This design comes from an exercise in tuning for small area on the open sky130 flow, not from production work. Only simulation tests tie the RTL to the original design; equivalence was not proved. No run shown here takes its clock network from TritonCTS; it comes from the design's own scripts or RTL. The flow treats the clock pin as an ideal source. Dropping or thinning the clock tree relies on that and would not hold on a real chip. Power and IR drop assume default switching activity.

===== flow/config.mk =====
export PLATFORM = sky130hd
export DESIGN_NAME = pong
export DESIGN_NICKNAME = pong
export VERILOG_FILES = /design/flow/design.v
export SDC_FILE = /design/flow/constraint.sdc
export NUM_CORES = 4
export LEC_CHECK = 0
export CAP_MARGIN = 20
export CORE_MARGIN = 2
export CORE_UTILIZATION = 70
export PLACE_DENSITY = 0.8
export SLEW_MARGIN = 20

===== flow/constraint.sdc =====
create_clock -name core_clock -period 12.0 [get_ports {pclk}]
set_input_delay 2.4000 -clock core_clock [delete_from_list [all_inputs] [get_ports {pclk}]]
set_output_delay 2.4000 -clock core_clock [all_outputs]
set_load 0.01 [all_outputs]

===== flow/design.v =====
`timescale 1ns / 1ps
module pong(btns, auto, background, pclk, rst, hsync, vsync, red, green, blue);
    input wire pclk;
    input wire rst;
    input wire auto, background;
    input wire[3:0] btns;
    output wire hsync, vsync;
    output wire[4:0] red, blue;
    output wire[5:0] green;
    reg [12:0] lfsr;
    reg [2:0]  m;
    reg [9:0]  hcount, vcount;
    reg [8:0]  pad1, pad2;       
    reg [9:0]  ball_x;           
    reg [7:0]  ball_yh;          
    reg        vel_x, vel_y;     
    genvar i;
    wire nz   = ~|lfsr[11:2];
    wire z12  = nz & ~lfsr[1] & ~lfsr[0];
    wire step = z12 & ~lfsr[12];                                    
    wire wrap = z12 & lfsr[12];                                     
    wire cnt2 = nz & ~lfsr[12] & lfsr[1] & lfsr[0];                 
    wire m0   = ~m[1] & ~m[0];                                      
    wire lfb  = lfsr[12] ^ lfsr[3] ^ lfsr[2] ^ lfsr[0] ^ z12;
    always @(posedge pclk) begin
        if (rst) lfsr <= 13'd0;
        else     lfsr <= {lfsr[11:0], lfb};
        if (rst | wrap) m <= 3'd0;
        else            m <= {m[1] & m[0], m[0], ~m[2]};
    end
    wire hend = hcount[9] & hcount[8] & (&hcount[4:0]);    
    wire vend = vcount[9] & vcount[3];                     
    wire [10:0] hc, vc;
    wire [9:0] hn, vn;
    assign hc[0] = m0;
    assign vc[0] = m0 & hend;
    generate for (i = 0; i < 10; i = i + 1) begin : g_hv
        assign hn[i] = hcount[i] ^ hc[i];
        assign hc[i+1] = hcount[i] & hc[i];
        assign vn[i] = vcount[i] ^ vc[i];
        assign vc[i+1] = vcount[i] & vc[i];
    end endgenerate
    always @(posedge pclk) begin
        if (rst | (m0 & hend))
            hcount <= 0;
        else
            hcount <= hn;
        if (rst | (m0 & hend & vend))
            vcount <= 0;
        else
            vcount <= vn;
    end
    wire zone1 = ~vel_x & ~ball_x[9] & ~ball_x[8] & ~ball_x[7] & ~ball_x[6] &
                 ~ball_x[3] & ~ball_x[2] & ~ball_x[1] & ball_x[0];        
    wire zone2 = vel_x & ball_x[9] & ball_x[6] & (&ball_x[3:0]);          
    wire zone  = zone1 | zone2;
    wire [8:0] pg = vel_x ? pad2 : pad1;
    wire [7:0] e;
    wire [8:0] eb;
    assign eb[0] = 1'b0;
    generate for (i = 0; i < 8; i = i + 1) begin : g_e
        assign e[i] = ball_yh[i] ^ pg[i+1] ^ eb[i];
        assign eb[i+1] = (~ball_yh[i] & pg[i+1]) | (~(ball_yh[i] ^ pg[i+1]) & eb[i]);
    end endgenerate
    wire hit = ((&e[7:4]) & (|e[3:1])) |                                
               (~|e[7:4] & (~(&e[3:0]) | pg[0]));                       
    wire restore = zone & ~hit & cnt2;
    wire wall = (~vel_y & ~|ball_yh) | (vel_y & (&ball_yh[7:5]) & (&ball_yh[3:1]));
    wire init = rst | restore;
    wire p1_top = pad1[8] & pad1[7] & pad1[6] & pad1[0];                
    wire p1_bot = ~pad1[8] & ~pad1[7] & ~pad1[6] & ~pad1[5] & ~pad1[0];  
    wire p2_top = pad2[8] & pad2[7] & pad2[6] & (pad2[1] | pad2[0]);    
    wire p2_bot = ~pad2[8] & ~pad2[7] & ~pad2[6] & ~pad2[5] & ~pad2[0];  
    wire p1_up = btns[0] & ~p1_top;
    wire p1_dn = btns[1] & ~p1_bot;
    wire p2_up = btns[2] & ~p2_top;
    wire p2_dn = btns[3] & ~p2_bot;
    wire [9:0] p1t, p2t;
    wire [8:0] p1n, p2n;
    assign p1t[0] = step & (p1_up | p1_dn);
    assign p2t[0] = step & (p2_up | p2_dn);
    generate for (i = 0; i < 9; i = i + 1) begin : g_p
        assign p1n[i] = pad1[i] ^ p1t[i];
        assign p1t[i+1] = p1t[i] & ~(pad1[i] ^ p1_up);
        assign p2n[i] = pad2[i] ^ p2t[i];
        assign p2t[i+1] = p2t[i] & ~(pad2[i] ^ p2_up);
    end endgenerate
    wire [10:0] bxt;
    wire [9:0] bxn;
    assign bxt[0] = step;
    generate for (i = 0; i < 10; i = i + 1) begin : g_bx
        assign bxn[i] = ball_x[i] ^ bxt[i];
        assign bxt[i+1] = bxt[i] & ~(ball_x[i] ^ vel_x);
    end endgenerate
    wire [8:0] byt;
    wire [7:0] byn;
    assign byt[0] = step;
    generate for (i = 0; i < 8; i = i + 1) begin : g_by
        assign byn[i] = ball_yh[i] ^ byt[i];
        assign byt[i+1] = byt[i] & ~(ball_yh[i] ^ vel_y);
    end endgenerate
    wire y_lo = ~|ball_yh[7:4];                          
    wire y_hi = (&ball_yh[7:5]) & (|ball_yh[4:1]);       
    wire [7:0] p2_auto = y_lo ? 8'd16 : y_hi ? 8'd225 : ball_yh;
    always @(posedge pclk) begin
        if (init) begin
            pad1    <= 9'd230;
            pad2    <= 9'd230;
            ball_x  <= 10'd316;
            ball_yh <= 8'd105;
            vel_x   <= 1'b0;
            vel_y   <= 1'b1;
        end else begin
            if (zone & hit) vel_x <= ~vel_x;
            if (wall & ~zone) vel_y <= ~vel_y;
            pad1    <= p1n;
            pad2    <= (step & auto) ? {p2_auto, 1'b0} : p2n;
            ball_x  <= bxn;
            ball_yh <= byn;
        end
    end
    assign hsync = hcount[9] | hcount[8] | hcount[7] | (hcount[6] & hcount[5]);    
    assign vsync = |vcount[9:1];                                                      
    wire v_in = (|vcount[9:5] | (&vcount[4:0])) & ~(&vcount[8:0]) & ~vcount[9];     
    wire h_in = (hcount >= 10'd144) && (hcount < 10'd784);
    wire vis  = v_in & h_in;
    wire pcol = ((hcount >= 10'd185) && (hcount <= 10'd193)) || ((hcount >= 10'd735) && (hcount <= 10'd743));
    wire [8:0] pd = hcount[9] ? pad2 : pad1;
    wire [8:0] d;
    wire [9:0] db;
    assign db[0] = 1'b0;
    generate for (i = 0; i < 9; i = i + 1) begin : g_d
        assign d[i] = vcount[i] ^ pd[i] ^ db[i];
        assign db[i+1] = (~vcount[i] & pd[i]) | (~(vcount[i] ^ pd[i]) & db[i]);
    end endgenerate
    wire pad = pcol & ~|d[8:6] & (|d[5:1]) & ~(&d[5:2] & (d[1] | d[0]));
    wire [9:0] f;
    wire [10:0] fb;
    assign fb[0] = 1'b0;
    generate for (i = 0; i < 10; i = i + 1) begin : g_f
        assign f[i] = hcount[i] ^ ball_x[i] ^ fb[i];
        assign fb[i+1] = (~hcount[i] & ball_x[i]) | (~(hcount[i] ^ ball_x[i]) & fb[i]);
    end endgenerate
    wire bxon = (f[9:3] == 7'b0010010) & (|f[2:0]) & ~(f[2] & f[1]);
    wire [7:0] g;
    wire [8:0] gb;
    assign gb[0] = 1'b0;
    generate for (i = 0; i < 8; i = i + 1) begin : g_g
        assign g[i] = vcount[i+1] ^ ball_yh[i] ^ gb[i];
        assign gb[i+1] = (~vcount[i+1] & ball_yh[i]) | (~(vcount[i+1] ^ ball_yh[i]) & gb[i]);
    end endgenerate
    wire byon = (g[7:2] == 6'b000100) & (~g[1] | (~g[0] & ~vcount[0]));
    wire ball = bxon & byon;
    assign red   = {5{pad}};
    assign green = {6{vis & ball & ~pad}};
    assign blue  = {5{vis & ~ball & ~pad}};
endmodule

===== flow/flow/run.sh =====
#!/bin/bash
# Own layout flow: ORFS with an area-oriented synthesis that keeps the best of
# several ABC scripts (see synth.tcl), small
# port buffers, no timing-driven buffering in placement, and a small
# hand-built two-level clock tree (cts_hook.tcl) in place of TritonCTS, and
# only small buffers for repair_design (repair_hook.tcl).
set -euo pipefail
cd "$(dirname "$0")/.."
W=$(pwd)
export MY_ABC_SCRIPTS="$(ls $W/flow/abc_*.scr | tr '\n' ' ')"
make -C "$FLOW_HOME" DESIGN_CONFIG=$W/config.mk WORK_HOME=$W/orfs CLKGATE_MAP_FILE= \
  SYNTH_SCRIPT=$W/flow/synth.tcl ADDER_MAP_FILE= \
  REMOVE_ABC_BUFFERS=1 GPL_TIMING_DRIVEN=0 \
  PRE_CTS_TCL=$W/flow/cts_hook.tcl \
  PRE_RESIZE_TCL=$W/flow/repair_hook.tcl PRE_GLOBAL_ROUTE_TCL=$W/flow/repair_hook.tcl \
  "BUFFER_PORTS_ARGS=-buffer_cell sky130_fd_sc_hd__buf_1" \
  finish > $W/make.log 2>&1
R=$W/orfs/results/sky130hd/pong/base
: # left out here: write the final layout as DEF

===== flow/flow/abc_dch.scr =====
strash
dch -f
amap

===== flow/flow/abc_ds1.scr =====
strash
&get -n
&deepsyn -J 50 -T 300 -S 1
&put
dch -f
amap

===== flow/flow/abc_ds10.scr =====
strash
&get -n
&deepsyn -J 50 -T 300 -S 10
&put
dch -f
amap

===== flow/flow/abc_ds11.scr =====
strash
&get -n
&deepsyn -J 50 -T 300 -S 11
&put
dch -f
amap

===== flow/flow/abc_ds12.scr =====
strash
&get -n
&deepsyn -J 50 -T 300 -S 12
&put
dch -f
amap

===== flow/flow/abc_ds13.scr =====
strash
&get -n
&deepsyn -J 50 -T 300 -S 13
&put
dch -f
amap

===== flow/flow/abc_ds14.scr =====
strash
&get -n
&deepsyn -J 50 -T 300 -S 14
&put
dch -f
amap

===== flow/flow/abc_ds15.scr =====
strash
&get -n
&deepsyn -J 50 -T 300 -S 15
&put
dch -f
amap

===== flow/flow/abc_ds16.scr =====
strash
&get -n
&deepsyn -J 50 -T 300 -S 16
&put
dch -f
amap

===== flow/flow/abc_ds2.scr =====
strash
&get -n
&deepsyn -J 50 -T 300 -S 2
&put
dch -f
amap

===== flow/flow/abc_ds3.scr =====
strash
&get -n
&deepsyn -J 50 -T 300 -S 3
&put
dch -f
amap

===== flow/flow/abc_ds4.scr =====
strash
&get -n
&deepsyn -J 50 -T 300 -S 4
&put
dch -f
amap

===== flow/flow/abc_ds5.scr =====
strash
&get -n
&deepsyn -J 50 -T 300 -S 5
&put
dch -f
amap

===== flow/flow/abc_ds6.scr =====
strash
&get -n
&deepsyn -J 50 -T 300 -S 6
&put
dch -f
amap

===== flow/flow/abc_ds7.scr =====
strash
&get -n
&deepsyn -J 50 -T 300 -S 7
&put
dch -f
amap

===== flow/flow/abc_ds8.scr =====
strash
&get -n
&deepsyn -J 50 -T 300 -S 8
&put
dch -f
amap

===== flow/flow/abc_ds9.scr =====
strash
&get -n
&deepsyn -J 50 -T 300 -S 9
&put
dch -f
amap

===== flow/flow/clock_tree.tcl =====
proc build_clock_tree {K leaf_cell root_cell} {
  set block [ord::get_db_block]
  set dbu [$block getDefUnits]
  set net [$block findNet pclk]
  set pins {}
  set xs {}
  set ys {}
  foreach it [$net getITerms] {
    set inst [$it getInst]
    set loc [$inst getLocation]
    lappend pins "[$inst getName]/[[$it getMTerm] getName]"
    lappend xs [expr {[lindex $loc 0] / double($dbu)}]
    lappend ys [expr {[lindex $loc 1] / double($dbu)}]
  }
  set n [llength $pins]
  # initial centres: spread along sorted x
  set order [lsort -real -indices $xs]
  set cx {}; set cy {}
  for {set k 0} {$k < $K} {incr k} {
    set i [lindex $order [expr {int(($k + 0.5) * $n / $K)}]]
    lappend cx [lindex $xs $i]; lappend cy [lindex $ys $i]
  }
  for {set iter 0} {$iter < 50} {incr iter} {
    # capacity-limited assignment: nearest centre with room left, pins taken
    # in order of how much they prefer their best centre
    set cap [expr {int(ceil(double($n) / $K))}]
    set cnt {}
    for {set k 0} {$k < $K} {incr k} { lappend cnt 0 }
    set asg {}
    set pref {}
    for {set i 0} {$i < $n} {incr i} {
      lappend asg -1
      set ds {}
      for {set k 0} {$k < $K} {incr k} {
        lappend ds [expr {abs([lindex $xs $i] - [lindex $cx $k]) + abs([lindex $ys $i] - [lindex $cy $k])}]
      }
      set srt [lsort -real $ds]
      lappend pref [list $i [expr {[lindex $srt end] - [lindex $srt 0]}] $ds]
    }
    foreach e [lsort -real -decreasing -index 1 $pref] {
      set i [lindex $e 0]; set ds [lindex $e 2]
      foreach k [lsort -real -indices $ds] {
        if {[lindex $cnt $k] < $cap} { lset asg $i $k; lset cnt $k [expr {[lindex $cnt $k] + 1}]; break }
      }
    }
    for {set k 0} {$k < $K} {incr k} {
      set sx 0; set sy 0; set c 0
      for {set i 0} {$i < $n} {incr i} {
        if {[lindex $asg $i] == $k} { set sx [expr {$sx + [lindex $xs $i]}]; set sy [expr {$sy + [lindex $ys $i]}]; incr c }
      }
      if {$c > 0} { lset cx $k [expr {$sx / $c}]; lset cy $k [expr {$sy / $c}] }
    }
  }
  set rx 0; set ry 0
  for {set k 0} {$k < $K} {incr k} {
    set pl {}
    for {set i 0} {$i < $n} {incr i} {
      if {[lindex $asg $i] == $k} { lappend pl [get_pins [lindex $pins $i]] }
    }
    puts "clock leaf $k: [llength $pl] sinks at [lindex $cx $k] [lindex $cy $k]"
    insert_buffer -buffer_cell $leaf_cell -net pclk -load_pins $pl -location [list [lindex $cx $k] [lindex $cy $k]] -buffer_name clkleaf_$k -net_name clknet_leaf_$k
    set rx [expr {$rx + [lindex $cx $k] / $K}]; set ry [expr {$ry + [lindex $cy $k] / $K}]
  }
  if {$root_cell != "none"} {
    insert_buffer -buffer_cell $root_cell -net pclk -location [list $rx $ry] -buffer_name clkroot -net_name clknet_root
  }
  foreach nn [$block getNets] {
    if {[string match "clknet_*" [$nn getName]] || [$nn getName] == "pclk"} { $nn setSigType CLOCK }
  }
  set_propagated_clock [all_clocks]
}

===== flow/flow/cts_eval.tcl =====
# Run by cts_hook.tcl in a separate OpenROAD: builds one candidate clock tree
# on the placed design and prints the worst flip-flop clock-pin slew.
read_lef $::env(TECH_LEF)
read_lef $::env(SC_LEF)
foreach lib $::env(LIB_FILES) { read_liberty $lib }
read_db $::env(RESULTS_DIR)/3_place.odb
read_sdc $::env(RESULTS_DIR)/3_place.sdc
source $::env(PLATFORM_DIR)/setRC.tcl
source $::env(CLK_TREE_TCL)
build_clock_tree $::env(CLK_K) $::env(CLK_LEAF) $::env(CLK_ROOT)
detailed_placement
estimate_parasitics -placement
set worst 0
foreach p [get_pins -of_objects [get_cells -filter "ref_name =~ sky130_fd_sc_hd__df*"] -filter "name == CLK"] {
  set s [get_property $p slew_max]
  if {$s > $worst} { set worst $s }
}
puts "CTS_EVAL_SLEW $worst"

===== flow/flow/cts_hook.tcl =====
# PRE_CTS_TCL hook: replaces TritonCTS with a small two-level clock tree
# (clock_tree.tcl). Candidates are tried in order of buffer area, each in a
# separate OpenROAD on the placed design; the first whose worst estimated
# flip-flop clock-pin slew is at most 110 ps is built here.
set dir [file dirname [info script]]
source $dir/clock_tree.tcl
set ::env(CLK_TREE_TCL) $dir/clock_tree.tcl
set cands {
  {4 sky130_fd_sc_hd__buf_8 none}
  {5 sky130_fd_sc_hd__buf_8 sky130_fd_sc_hd__buf_4}
  {8 sky130_fd_sc_hd__buf_4 sky130_fd_sc_hd__buf_4}
  {6 sky130_fd_sc_hd__buf_8 sky130_fd_sc_hd__buf_4}
  {9 sky130_fd_sc_hd__buf_4 sky130_fd_sc_hd__buf_4}
  {4 sky130_fd_sc_hd__buf_12 none}
  {7 sky130_fd_sc_hd__buf_8 sky130_fd_sc_hd__buf_4}
  {10 sky130_fd_sc_hd__buf_4 sky130_fd_sc_hd__buf_4}
  {8 sky130_fd_sc_hd__buf_8 sky130_fd_sc_hd__buf_4}
  {8 sky130_fd_sc_hd__clkbuf_8 sky130_fd_sc_hd__clkbuf_8}
}
set chosen [lindex $cands end]
foreach c $cands {
  set ::env(CLK_K) [lindex $c 0]
  set ::env(CLK_LEAF) [lindex $c 1]
  set ::env(CLK_ROOT) [lindex $c 2]
  if {[catch {exec openroad -no_init -exit $dir/cts_eval.tcl 2>@1} out]} { puts "clock tree candidate $c failed: $out" }
  set slew 1
  regexp {CTS_EVAL_SLEW ([0-9.eE+-]+)} $out -> slew
  puts "clock tree candidate $c: worst slew $slew"
  if {$slew <= 0.110} { set chosen $c; break }
}
puts "clock tree chosen: $chosen"
build_clock_tree {*}$chosen
proc clock_tree_synthesis {args} { puts "clock_tree_synthesis skipped: clock tree built by cts_hook.tcl" }

===== flow/flow/repair_hook.tcl =====
# PRE_RESIZE_TCL / PRE_GLOBAL_ROUTE_TCL hook: keep the large buffers and the
# delay cells out of repair_design's reach, so that nets with many loads are
# repaired with small buffers.
set_dont_use [get_lib_cells {sky130_fd_sc_hd__buf_6 sky130_fd_sc_hd__buf_8 sky130_fd_sc_hd__buf_12 sky130_fd_sc_hd__buf_16 sky130_fd_sc_hd__bufbuf_* sky130_fd_sc_hd__clkbuf_8 sky130_fd_sc_hd__clkbuf_16 sky130_fd_sc_hd__clkdlybuf4s* sky130_fd_sc_hd__dlygate4sd* sky130_fd_sc_hd__dlymetal6s*}]

===== flow/flow/synth.tcl =====
# The standard flow's synthesis (synth_recipe.tcl) with two changes: no full/half-adder
# extraction (ADDER_MAP_FILE is cleared by run.sh) and, in place of ORFS's
# single ABC run, several area-oriented ABC scripts tried on the same logic,
# keeping the smallest mapped result. Registers are untouched by both.
proc synth {args} { yosys synth -nofsm -noshare {*}$args }
proc abc {args} {
  set i [lsearch -exact $args "-script"]
  if {$i < 0 || ![info exists ::env(MY_ABC_SCRIPTS)]} { yosys abc {*}$args; return }
  set lib [lindex $::env(LIB_FILES) 0]
  yosys design -save pre_abc
  set best ""
  set best_area 1e30
  foreach s $::env(MY_ABC_SCRIPTS) {
    yosys design -load pre_abc
    lset args [expr {$i+1}] $s
    yosys abc {*}$args
    yosys opt_clean
    set out [tee -q -s result.string stat -liberty $lib]
    set area 1e30
    regexp {Chip area for module[^:]*:\s*([0-9.]+)} $out -> area
    puts "ABC script [file tail $s]: area $area"
    if {$area < $best_area} { set best_area $area; set best $s; yosys design -save best_abc }
  }
  puts "ABC script chosen: [file tail $best] ($best_area)"
  yosys design -load best_abc
}
source $::env(SCRIPTS_DIR)/synth.tcl
# left out here: clear keep_hierarchy, flatten, clean up, hide names made inside functions, write 1_2_yosys.v

===== flow/standard.sh =====
#!/bin/bash
# synth_recipe.tcl (not shown) runs the flow's synth.tcl, then flattens the netlist and writes it again
# the make line also repeats each setting of config.mk as NAME=value (left out here)
make -C /OpenROAD-flow-scripts/flow DESIGN_CONFIG=/design/flow/config.mk WORK_HOME=/design/flow/orfs CLKGATE_MAP_FILE= SYNTH_SCRIPT=/design/flow/synth_recipe.tcl "${@:-finish}"

==> flow_summary.toml, run 1 <==
[status]
outcome = "no timing/DRC/antenna violations"

[final_layout]
drive_gt1_frac = 0.007899
final_util = 0.7517
nets = 643
area_growth_pct = 3.311
diodes = 0

[logic_synthesis]
synth_compound_area_frac = 0.3064
async_flop_share = 0
synth_enable_flop_cells = 0
synth_top_family_by_area = "compound AO/OA/AOI/OAI gates"
ys.flop_type = "dfxtp_1"
synth_commonest_cells = "nor2_1 (129), clkinv_1 (94), dfxtp_1 (74)"
yosys.area.top_type_share = 0.3439
syn_area_sq_um = 4308
synth_xor_area_frac = 0
yosys.area.top_type = "dfxtp_1"
synth_area_per_cell_sq_um = 6.959
ys_types = 40
yosysSeqAreaShare = 0.3439
synthAdderAreaFrac = 0
synthMuxAreaShare = 0
yosys-top-cells-area = "dfxtp_1 (34%), nor2_1 (11%), clkinv_1 (8.2%)"
synthSimpleGateAreaFrac = 0.2434
yosysWarnings = 1
synthCells = 619
synthMostInstantiatedCell = "nor2_1"
synth-seq-cells = 74

[grt]
grt_use_total = 0.3240
grt_pass1_vias = 4080
grt_max_degree = 23
grt_pass1_wl_mm = 17.64
grt_overflow = 0
antenna_found_initial = 0

[placement]
dp_slack_ps = 5620
place_congestion = 0.9835
port-buffer-count = 24
dpl.hpwl_mm = 8.139

[route]
vias_per_cell = 6.424
ant_nets = 0
dr.pass1.iters = 5
dr_total_vias = 4548
drt-initial-drc-count = 380
routedWlPerCell_um = 15.18
wirelength_mm = 10.75
drcViolationCount = 0

[worst_setup_path]
r2r-end = "pad2[3]$_SDFF_PP0_"
path_class = "reg -> out"
reg2regPathDepth = 22
start_kind = "flop"
slowest_stage = "dfxtp_1"
rrSetupSlack_ps = 5940
path_cells = "clkinv_1 -> o22ai_1 -> clkinv_1 -> a22oi_1 -> nand2_1 -> o21a_1 -> a21oi_1 -> nand2_1 -> o21ai_0 -> nor4b_1 -> or4_1 -> a311oi_1 -> or4_1 -> nor2_1 -> buf_1"
critPathMaxFanout = 15
cp.arrival_ps = 4240
path_delay_family = "compound AO/OA/AOI/OAI gates"
critPathMaxStageDelay_ps = 680
endpoint_kind = "output pin"
reg2reg_from = "vel_x$_SDFFE_PP0P_"
worst-path-buf-inv = 3
required_ps = 9600

[sta]
layout_min_cycle_time_ps = 6643
fin_setup_tns_ps = 0
setup_viol = 0
tightestPinTransition_ps = 958.4
hold_viol = 0
setup_slack_ps = 5357
period_share = 0.5536
rsz0062_at_grt = "false"
fin_worst_hold_slack_ps = 393.0
finalMaxSlewViolations = 0
slew_headroom = 0.3611
clock.fmax_mhz = 150.5
clock_skew_ps = 13.69

[power]
peakVddDrop_mv = 0.1326
power.static_leakage_nw = 1.469
powerDensity_nw_per_um2 = 108.8

[min_path]
min-delay-start = "m[2]$_SDFF_PP0_"
hold_class = "reg -> reg"
hold_depth = 1
hold_end = "m[0]$_SDFF_PP0_"

[clock_network]
clkSlewWorstSetupHoldPaths_ps = 100
insertion_delay_ps = 130
cts_setup_buffers = 0
hold_buffers = 0
cts_resized = 0

[run]
maxCapViolations = 0

[die]
initial_core_util = 0.7276
die_w_um = 82.45
num_rows = 28
num_io_pins = 26
die-area_sq_um = 6798
die_h_um = 82.45
core_area_sq_um = 5921
## area by class of cell, clock buffers not listed
| cell class | count | area (sq um) |
|---|---|---|
| fillers | 480 | 1470 |
| inverters | 94 | 352.8 |
| multi-input cells | 437 | 2372 |
| flip-flops and latches | 74 | 1481 |
| well taps | 75 | 93.84 |
| repair buffers | 24 | 90.09 |
## state kept, by name, indices dropped and copies added (netlist names)
signal and cells:
lfsr 13, ball_x 10, hcount 10, vcount 10, pad1 9, pad2 9, ball_yh 8, m 3
vel_x 1, vel_y 1
## logic make-up after synthesis
family | Yosys count
compound gates | 200
buf+inv | 108
flops | 74
simple gates | 237
## worst max-delay path by stage
stage                         start  cells past startpoint  slack (ps)        to
6_report       hcount[9]$_SDFF_PP0_                     15        5360   blue[4]
5_1_grt        hcount[9]$_SDFF_PP0_                     15        4770   blue[1]
3_3_place_gp   hcount[9]$_SDFF_PP0_                     15        5690   blue[0]
2_1_floorplan  hcount[9]$_SDFF_PP0_                     14        5480  green[0]
4_1_cts        hcount[9]$_SDFF_PP0_                     15        5410   blue[4]
3_5_place_dp   hcount[9]$_SDFF_PP0_                     15        5620   blue[4]
## cells in the final DEF (no fill, tap or decap), types with 3 or more instances in the layout
cell type and n:
nand3_1 7, buf_8 4, or4_1 5, or2_0 9, nor2_1 129, buf_1 24
a31oi_1 7, a21oi_1 40, o21a_1 9, a22oi_1 4, o21ai_0 42, nand2_1 37
nor3_1 22, o311ai_0 3, o211ai_1 5, o22ai_1 27, dfxtp_1 74, clkinv_1 94
nor4_1 9, nor2b_1 8, o221ai_1 23, a211oi_1 12, a221oi_1 11
## report_power, final
part / switching [mW] / total (mW) / internal, mW / leakage, nW
clock: 0.0627 / 0.101 / 0.0383 / 0.0297
combinational: 0.0687 / 0.106 / 0.0375 / 0.837
sequential: 0.0189 / 0.277 / 0.258 / 0.602
total: 0.150 / 0.484 / 0.334 / 1.47
## per-layer routing
layer,wire (um),up-vias,global-route usage
li1,-,2260,-
met1,4661,2068,0.4112
met2,5089,184,0.5831
met3,576,36,0.01304
met4,418,0,0.1167
met5,0,-,0
## per-stage QoR
step                total power, mW  instances  cell area [sq um]
finish                       0.4840        708               4451
global route                 0.5061        708               4451
CTS                          0.4824        708               4451
detailed placement           0.3842        704               4390
global placement             0.3786        704               4387
floorplan                    0.3567        605               4203
==> run 2: changes to the inputs <==
--- a/flow/flow/cts_hook.tcl
+++ b/flow/flow/cts_hook.tcl
@@ -6,15 +6,15 @@
 source $dir/clock_tree.tcl
 set ::env(CLK_TREE_TCL) $dir/clock_tree.tcl
 set cands {
+  {4 sky130_fd_sc_hd__clkbuf_8 none}
   {4 sky130_fd_sc_hd__buf_8 none}
-  {5 sky130_fd_sc_hd__buf_8 sky130_fd_sc_hd__buf_4}
+  {5 sky130_fd_sc_hd__buf_6 sky130_fd_sc_hd__buf_4}
   {8 sky130_fd_sc_hd__buf_4 sky130_fd_sc_hd__buf_4}
-  {6 sky130_fd_sc_hd__buf_8 sky130_fd_sc_hd__buf_4}
+  {6 sky130_fd_sc_hd__buf_6 sky130_fd_sc_hd__buf_4}
   {9 sky130_fd_sc_hd__buf_4 sky130_fd_sc_hd__buf_4}
+  {5 sky130_fd_sc_hd__clkbuf_8 sky130_fd_sc_hd__buf_4}
   {4 sky130_fd_sc_hd__buf_12 none}
-  {7 sky130_fd_sc_hd__buf_8 sky130_fd_sc_hd__buf_4}
   {10 sky130_fd_sc_hd__buf_4 sky130_fd_sc_hd__buf_4}
-  {8 sky130_fd_sc_hd__buf_8 sky130_fd_sc_hd__buf_4}
   {8 sky130_fd_sc_hd__clkbuf_8 sky130_fd_sc_hd__clkbuf_8}
 }
 set chosen [lindex $cands end]
==> flow_summary.toml, run 2 <==
[status]
outcome = "no timing/DRC/antenna violations"

[placement]
place_congestion = 0.9835
dp_slack_ps = 5620
placed_area_sq_um = 4390
dpl.hpwl_mm = 8.139
placed_cells = 704
port-buffer-count = 24

[min_path]
hold_class = "reg -> reg"
hold_depth = 1
hold_end = "m[0]$_SDFF_PP0_"
min-delay-start = "m[2]$_SDFF_PP0_"

[sta]
hold_viol = 0
setup_viol = 0
clock.fmax_mhz = 150.5
finalMaxSlewViolations = 0
slew_headroom = 0.3611
rsz0062_at_grt = "false"
fin_setup_tns_ps = 0
layout_min_cycle_time_ps = 6643
clock_skew_ps = 13.69
setup_slack_ps = 5357
period_share = 0.5536
tightestPinTransition_ps = 958.4
fin_worst_hold_slack_ps = 393.0

[final_layout]
design_area_sq_um = 4451
finalNonFillerCells = 708
nFillCells = 480
drive_gt1_frac = 0.007899
final_cell_mix = "nor2_1 (129), clkinv_1 (94), dfxtp_1 (74)"
final_util = 0.7517
final_common_cell = "nor2_1"
area_growth_pct = 3.311
nets = 643
largest_register_ffs = 13
diodes = 0
top_register = "lfsr"

[worst_setup_path]
rrSetupSlack_ps = 5940
required_ps = 9600
r2r-end = "pad2[3]$_SDFF_PP0_"
path_cells = "clkinv_1 -> o22ai_1 -> clkinv_1 -> a22oi_1 -> nand2_1 -> o21a_1 -> a21oi_1 -> nand2_1 -> o21ai_0 -> nor4b_1 -> or4_1 -> a311oi_1 -> or4_1 -> nor2_1 -> buf_1"
reg2reg_from = "vel_x$_SDFFE_PP0P_"
reg2regPathDepth = 22
endpoint_kind = "output pin"
slowest_stage = "dfxtp_1"
cp.arrival_ps = 4240
critPathMaxStageDelay_ps = 680
path_class = "reg -> out"
start_kind = "flop"
critPathMaxFanout = 15

[logic_synthesis]
synth_commonest_cells = "nor2_1 (129), clkinv_1 (94), dfxtp_1 (74)"
syn_area_sq_um = 4308
yosysSeqAreaShare = 0.3439
synth-seq-cells = 74
synthSimpleGateAreaFrac = 0.2434
synth_xor_area_frac = 0
yosys.area.top_type_share = 0.3439
synth_area_per_cell_sq_um = 6.959
yosysWarnings = 1
synth_enable_flop_cells = 0
ys.flop_type = "dfxtp_1"
synthMostInstantiatedCell = "nor2_1"
synthCells = 619
ys_types = 40
async_flop_share = 0
synth_compound_area_frac = 0.3064
synthAdderAreaFrac = 0
yosys-top-cells-area = "dfxtp_1 (34%), nor2_1 (11%), clkinv_1 (8.2%)"
yosys.area.top_type = "dfxtp_1"
synth_top_family_by_area = "compound AO/OA/AOI/OAI gates"
synthMuxAreaShare = 0

[clock_network]
cts_resized = 0
insertion_delay_ps = 130
hold_buffers = 0
cts_setup_buffers = 0
clkSlewWorstSetupHoldPaths_ps = 100

[route]
drcViolationCount = 0
met2WireLength_mm = 5.089
drt-initial-drc-count = 380
dr_total_vias = 4548
ant_nets = 0
met3WireLength_um = 576
dr.pass1.iters = 5
vias_per_cell = 6.424
wirelength_mm = 10.75
routedWlPerCell_um = 15.18
top_layer_used = "met4"
wl_met1_mm = 4.661

[die]
num_rows = 28
die_h_um = 82.45
initial_core_util = 0.7276
num_io_pins = 26
die_w_um = 82.45
core_area_sq_um = 5921
die-area_sq_um = 6798

[grt]
antenna_found_initial = 0
grt_pass1_vias = 4080
grt_overflow = 0
grt_pass1_wl_mm = 17.64
grt_max_degree = 23
grt_use_total = 0.3240

[run]
maxCapViolations = 0

[power]
power_mw = 0.4840
powerDensity_nw_per_um2 = 108.8
peakVddDrop_mv = 0.1326
power.static_leakage_nw = 1.469
[run 2: worst max path at each step]
stage | start | end | slack [ps] | depth (start not counted)
after floorplan | hcount[9]$_SDFF_PP0_ | green[0] | 5480 | 14
after global placement | hcount[9]$_SDFF_PP0_ | blue[0] | 5690 | 15
after detailed placement | hcount[9]$_SDFF_PP0_ | blue[4] | 5620 | 15
after CTS | hcount[9]$_SDFF_PP0_ | blue[4] | 5410 | 15
after global routing | hcount[9]$_SDFF_PP0_ | blue[1] | 4770 | 15
final | hcount[9]$_SDFF_PP0_ | blue[4] | 5360 | 15
[run 2: power breakdown]
part	switching, mW	internal (mW)	leakage, nW
Sequential	0.0189	0.258	0.602
Combinational	0.0687	0.0375	0.837
Clock	0.0627	0.0383	0.0297
[run 2: layer usage]
| metal | track usage | up-vias |
|---|---|---|
| met5 | 0 | - |
| met4 | 0.1167 | 0 |
| met3 | 0.01304 | 36 |
| met2 | 0.5831 | 184 |
| met1 | 0.4112 | 2068 |
| li1 | - | 2260 |
[run 2: cells by family (layout without fill, tap and decap cells)]
family,count (synthesis),in the layout
flops,74,74
buf+inv,108,122
compound gates,200,200
simple gates,237,237
[run 2: area by class of cell, clock buffers not listed]
| class | instances | area, sq um | area share |
|---|---|---|---|
| sequential | 74 | 1481 | 0.3329 |
| timing repair buffer | 24 | 90.09 | 0.02024 |
| multi-input combinational | 437 | 2372 | 0.5330 |
| tap | 75 | 93.84 | 0.02109 |
| inverter | 94 | 352.8 | 0.07928 |
[run 2: critical path: cells and delay by family (launching register included)]
family	cells	cell delay [ps]
AOI/OAI and AO/OA	6	1610
buffers and inverters	3	850
DFF	1	680
and+or+nand+nor	6	960

[what the ideal ports hide]
In the flow no input, the clock included, has a driving cell. The finished layouts below were timed again as built, in two steps. Step 1, drivers: a clkbuf_16 drives pclk and a buf_2 each remaining input, both assumed. Step 2 adds t to the input delays and takes it off the output delays; t is the mean of the earliest and latest rising clock arrival at the registers after step 1. Input paths then give back, and output paths get back, about the clock's delay inside the block. Three values: ideal ports, drivers, drivers and shift; two values: the first two.
| run | t, ns | setup WS [ns] | slew at the worst register clock pin (ns) |
|---|---|---|---|
| run 1 | 0.203 | 5.357 / 5.281 / 5.484 | 0.11 / 0.11 |
| run 2 | 0.203 | 5.357 / 5.281 / 5.484 | 0.11 / 0.11 |
After both steps every run listed still meets setup and hold.
